Context: an optimization exercise on an open-source flow, tuned for small area, a short achievable clock period and few clock cycles. The choices shown serve that exercise and are no tape-out recipe. At most, simulation tests tie the RTL to the original design; equivalence was not proved.

## EC_TOP
module EC_TOP(
    clk, rst_n, in_valid,
    in_Px, in_Py, in_Qx, in_Qy, in_prime, in_a,
    out_valid, out_Rx, out_Ry
);
For scale: about 1400 cells after synthesis, roughly 67 flip-flops, ~11000 µm² of cells after synthesis.
==> module EC_TOP, before the edit <==
module EC_TOP(
    clk, rst_n, in_valid,
    in_Px, in_Py, in_Qx, in_Qy, in_prime, in_a,
    out_valid, out_Rx, out_Ry
);
input clk, rst_n, in_valid;
input [6-1:0] in_Px, in_Py, in_Qx, in_Qy, in_prime, in_a;
output reg out_valid;
output reg [6-1:0] out_Rx, out_Ry;
reg v1, vd, v2, v3, v4;
wire dbl;
always @(posedge clk or negedge rst_n) begin
    if (!rst_n) begin
        v1 <= 1'b0; vd <= 1'b0; v2 <= 1'b0; v3 <= 1'b0; v4 <= 1'b0;
    end else begin
        v1 <= in_valid;
        vd <= v1 & dbl;
        v2 <= (v1 & ~dbl) | vd;
        v3 <= v2;
        v4 <= v3;
    end
end
reg [5:0] px, py, qx, qy, pr, aa;
wire busy = v1 | vd | v2 | v3 | v4;
always @(posedge clk) begin
    if (!busy) begin
        px <= in_Px; py <= in_Py; qx <= in_Qx; pr <= in_prime; aa <= in_a;
    end
    qy <= in_Qy;
end
assign dbl = (px == qx) && (py == qy);
reg  [5:0] mm_a, mm_b;
reg  [7:0] mm_c;
reg  [11:0] mm_x;
reg  [8:0] mm_d1, mm_d2, mm_d3;
wire [7:0] p3 = {2'b00, pr} + {1'b0, pr, 1'b0};
integer k;
always @(*) begin
    mm_x = mm_a * mm_b + mm_c;
    for (k = 4; k >= 0; k = k - 2) begin
        mm_d1 = {1'b0, mm_x[k +: 8]} - {3'b000, pr};
        mm_d2 = {1'b0, mm_x[k +: 8]} - {2'b00, pr, 1'b0};
        mm_d3 = {1'b0, mm_x[k +: 8]} - {1'b0, p3};
        if (!mm_d3[8])      mm_x[k +: 8] = mm_d3[7:0];
        else if (!mm_d2[8]) mm_x[k +: 8] = mm_d2[7:0];
        else if (!mm_d1[8]) mm_x[k +: 8] = mm_d1[7:0];
    end
end
wire [5:0] mm_out = mm_x[5:0];
wire [6:0] ex   = dbl ? {py, 1'b0} : {1'b0, qx};
wire [6:0] ey   = dbl ? {1'b0, pr} : {1'b0, px};
wire [7:0] e;
wire [5:0] eneg_v, dflip;
RIPPLE #(8) u_e  (.a({1'b0, ex}), .b(~{1'b0, ey}), .ci(1'b1), .s(e));
RIPPLE #(6) u_en (.a(ey[5:0]), .b(~ex[5:0]), .ci(1'b1), .s(eneg_v));
wire       eneg = e[7];
wire [5:0] eabs = eneg ? eneg_v : e[5:0];
RIPPLE #(6) u_df (.a(pr), .b(~eabs), .ci(1'b1), .s(dflip));
wire [5:0] dodd = e[0] ? eabs : dflip;
wire       sg   = eneg ^ ~e[0];
wire [5:0] rinv;
INV_IP I_INV_IP (.IN_P(pr), .IN_K(dodd[5:1]), .OUT_INV(rinv));
reg [5:0] ra, rb;
reg       r_sg;
wire [5:0] mneg;                     
RIPPLE #(6) u_mn (.a(pr), .b(~mm_out), .ci(1'b1), .s(mneg));
wire [6:0] nsub;
wire [5:0] nadd;
RIPPLE #(7) u_ns (.a({1'b0, qy}), .b(~{1'b0, py}), .ci(1'b1), .s(nsub));
RIPPLE #(6) u_na (.a(nsub[5:0]), .b(nsub[6] ? pr : 6'd0), .ci(1'b0), .s(nadd));    
wire [7:0] c3, c4;
RIPPLE #(8) u_c3 (.a({1'b0, px, 1'b0}), .b({2'b00, qx}), .ci(1'b0), .s(c3));     
RIPPLE #(8) u_c4 (.a({2'b00, pr}), .b(~{2'b00, py}), .ci(1'b1), .s(c4));          
always @(*) begin
    mm_a = ra; mm_b = rb; mm_c = 8'd0;
    if (v1) begin
        mm_a = px; mm_b = px;
    end
    if (vd) begin
        mm_b = 6'd3; mm_c = {2'b00, aa};
    end
    if (v3) mm_c = c3;
    if (v4) mm_c = c4;
end
always @(posedge clk) begin
    if (v1) r_sg <= sg;
    if (v1) ra <= dbl ? mm_out : nadd;
    else if (vd) ra <= mm_out;
    else if (v2) ra <= r_sg ? mneg : mm_out;
    if (v1) rb <= rinv;
    else if (v2) rb <= r_sg ? mm_out : mneg;
    else if (v3) rb <= mm_out;
end
wire [6:0] rxs;
wire [5:0] rxv;
RIPPLE #(7) u_rs (.a({1'b0, px}), .b(~{1'b0, rb}), .ci(1'b1), .s(rxs));
RIPPLE #(6) u_rv (.a(rxs[5:0]), .b(rxs[6] ? pr : 6'd0), .ci(1'b0), .s(rxv));   
always @(posedge clk or negedge rst_n) begin
    if (!rst_n) begin
        out_valid <= 1'b0; out_Rx <= 6'd0; out_Ry <= 6'd0;
    end else begin
        out_valid <= v4;
        out_Rx <= v4 ? rxv : 6'd0;
        out_Ry <= v4 ? mm_out : 6'd0;
    end
end
endmodule
==> flow/config.mk <==
export PLATFORM = sky130hd
export DESIGN_NAME = EC_TOP
export DESIGN_NICKNAME = EC_TOP
export VERILOG_FILES = /design/flow/design.v
export SDC_FILE = /design/flow/constraint.sdc
export NUM_CORES = 4
export LEC_CHECK = 0
export CAP_MARGIN = 20
export CORE_MARGIN = 2
export CORE_UTILIZATION = 40
export SLEW_MARGIN = 20
==> flow/constraint.sdc <==
create_clock -name core_clock -period 77.0 [get_ports {clk}]
set_input_delay 15.4000 -clock core_clock [delete_from_list [all_inputs] [get_ports {clk}]]
set_output_delay 15.4000 -clock core_clock [all_outputs]
set_load 0.01 [all_outputs]
run.sh (not shown) runs the stock make flow with config.mk's settings and CLKGATE_MAP_FILE= SYNTH_SCRIPT=/design/flow/synth_recipe.tcl, a recipe that flattens the netlist after the stock synthesis.
The first run completed with no timing, DRC or antenna violations.
Testbench counts at the start, summed over its fixed seeds: cycles 15,024.
Change:
--- a/flow/design.v
+++ b/flow/design.v
@@ -48,41 +48,45 @@
     end
     qy <= in_Qy;
 end
 assign dbl = (px == qx) && (py == qy);
 reg  [5:0] mm_a, mm_b;
 reg  [7:0] mm_c;
-reg  [11:0] mm_x;
+reg  [11:0] mm_x, mm_s, mm_cy, mm_pp, mm_ns;
 reg  [8:0] mm_d1, mm_d2, mm_d3;
 wire [7:0] p3 = {2'b00, pr} + {1'b0, pr, 1'b0};
 integer k;
 always @(*) begin
-    mm_x = mm_a * mm_b + mm_c;
+    mm_s = {4'd0, mm_c}; mm_cy = 12'd0;
+    for (k = 0; k < 6; k = k + 1) begin
+        mm_pp = mm_b[k] ? ({6'd0, mm_a} << k) : 12'd0;
+        mm_ns = mm_s ^ mm_cy ^ mm_pp;
+        mm_cy = ((mm_s & mm_cy) | (mm_s & mm_pp) | (mm_cy & mm_pp)) << 1;
+        mm_s  = mm_ns;
+    end
+    mm_x = mm_s + mm_cy;
     for (k = 4; k >= 0; k = k - 2) begin
         mm_d1 = {1'b0, mm_x[k +: 8]} - {3'b000, pr};
         mm_d2 = {1'b0, mm_x[k +: 8]} - {2'b00, pr, 1'b0};
         mm_d3 = {1'b0, mm_x[k +: 8]} - {1'b0, p3};
         if (!mm_d3[8])      mm_x[k +: 8] = mm_d3[7:0];
         else if (!mm_d2[8]) mm_x[k +: 8] = mm_d2[7:0];
         else if (!mm_d1[8]) mm_x[k +: 8] = mm_d1[7:0];
     end
 end
 wire [5:0] mm_out = mm_x[5:0];
 wire [6:0] ex   = dbl ? {py, 1'b0} : {1'b0, qx};
 wire [6:0] ey   = dbl ? {1'b0, pr} : {1'b0, px};
-wire [7:0] e;
-wire [5:0] eneg_v, dflip;
+wire [7:0] e, eo;
 RIPPLE #(8) u_e  (.a({1'b0, ex}), .b(~{1'b0, ey}), .ci(1'b1), .s(e));
-RIPPLE #(6) u_en (.a(ey[5:0]), .b(~ex[5:0]), .ci(1'b1), .s(eneg_v));
-wire       eneg = e[7];
-wire [5:0] eabs = eneg ? eneg_v : e[5:0];
-RIPPLE #(6) u_df (.a(pr), .b(~eabs), .ci(1'b1), .s(dflip));
-wire [5:0] dodd = e[0] ? eabs : dflip;
-wire       sg   = eneg ^ ~e[0];
+wire [7:0] emv  = e[0] ? 8'd0 : (e[7] ? {2'b00, pr} : ~{2'b00, pr});
+RIPPLE #(8) u_eo (.a(e), .b(emv), .ci(~e[0] & ~e[7]), .s(eo));
+wire       sg   = eo[7];
+wire [4:0] kidx = sg ? ~eo[5:1] : eo[5:1];    
 wire [5:0] rinv;
-INV_IP I_INV_IP (.IN_P(pr), .IN_K(dodd[5:1]), .OUT_INV(rinv));
+INV_IP I_INV_IP (.IN_P(pr), .IN_K(kidx), .OUT_INV(rinv));
 reg [5:0] ra, rb;
 reg       r_sg;
 wire [5:0] mneg;                     
 RIPPLE #(6) u_mn (.a(pr), .b(~mm_out), .ci(1'b1), .s(mneg));
 wire [6:0] nsub;
 wire [5:0] nadd;
=> Utilization came out lower by 0.26 points; worst setup slack is worse by 0.025 ns; hold slack degrades by 0.0099 ns; flip-flop and latch count stays the same; wire length went up slightly; global-route usage grows by 1.0 points; critical path depth does not change; sequential share of layout area increases by 0.17 points; area after synthesis went down slightly; final cell count is higher slightly.
The RTL of the second run of this note was laid out without a check of its function.

## separate check: timing with driven ports
In the flow no input, the clock included, has a driving cell. The finished layouts below were timed again as built, in two steps.
Step 1 sets driving cells, clkbuf_16 on the clock port and buf_2 on the other inputs (assumed; they add their load-dependent delay and slew).
Step 2 moves the port delays by t, midway between the first and last clock arrival at a register: inputs arrive t later, outputs are due t later. That takes back most of the time a late clock gives input paths.
Slacks: ideal ports / drivers / drivers and shift; pairs: ideal ports / drivers.
| run | t (ns) | setup WS [ns] | hold WS [ns] |
|---|---|---|---|
| the first run | 0.379 | 60.400 / 60.364 / 60.439 | 0.488 / 0.488 / 0.488 |
| the second run | 0.377 | 60.375 / 60.336 / 60.492 | 0.478 / 0.478 / 0.478 |
After both steps setup and hold are still met in every run listed. The worst setup slack also covers recovery checks on asynchronous resets.
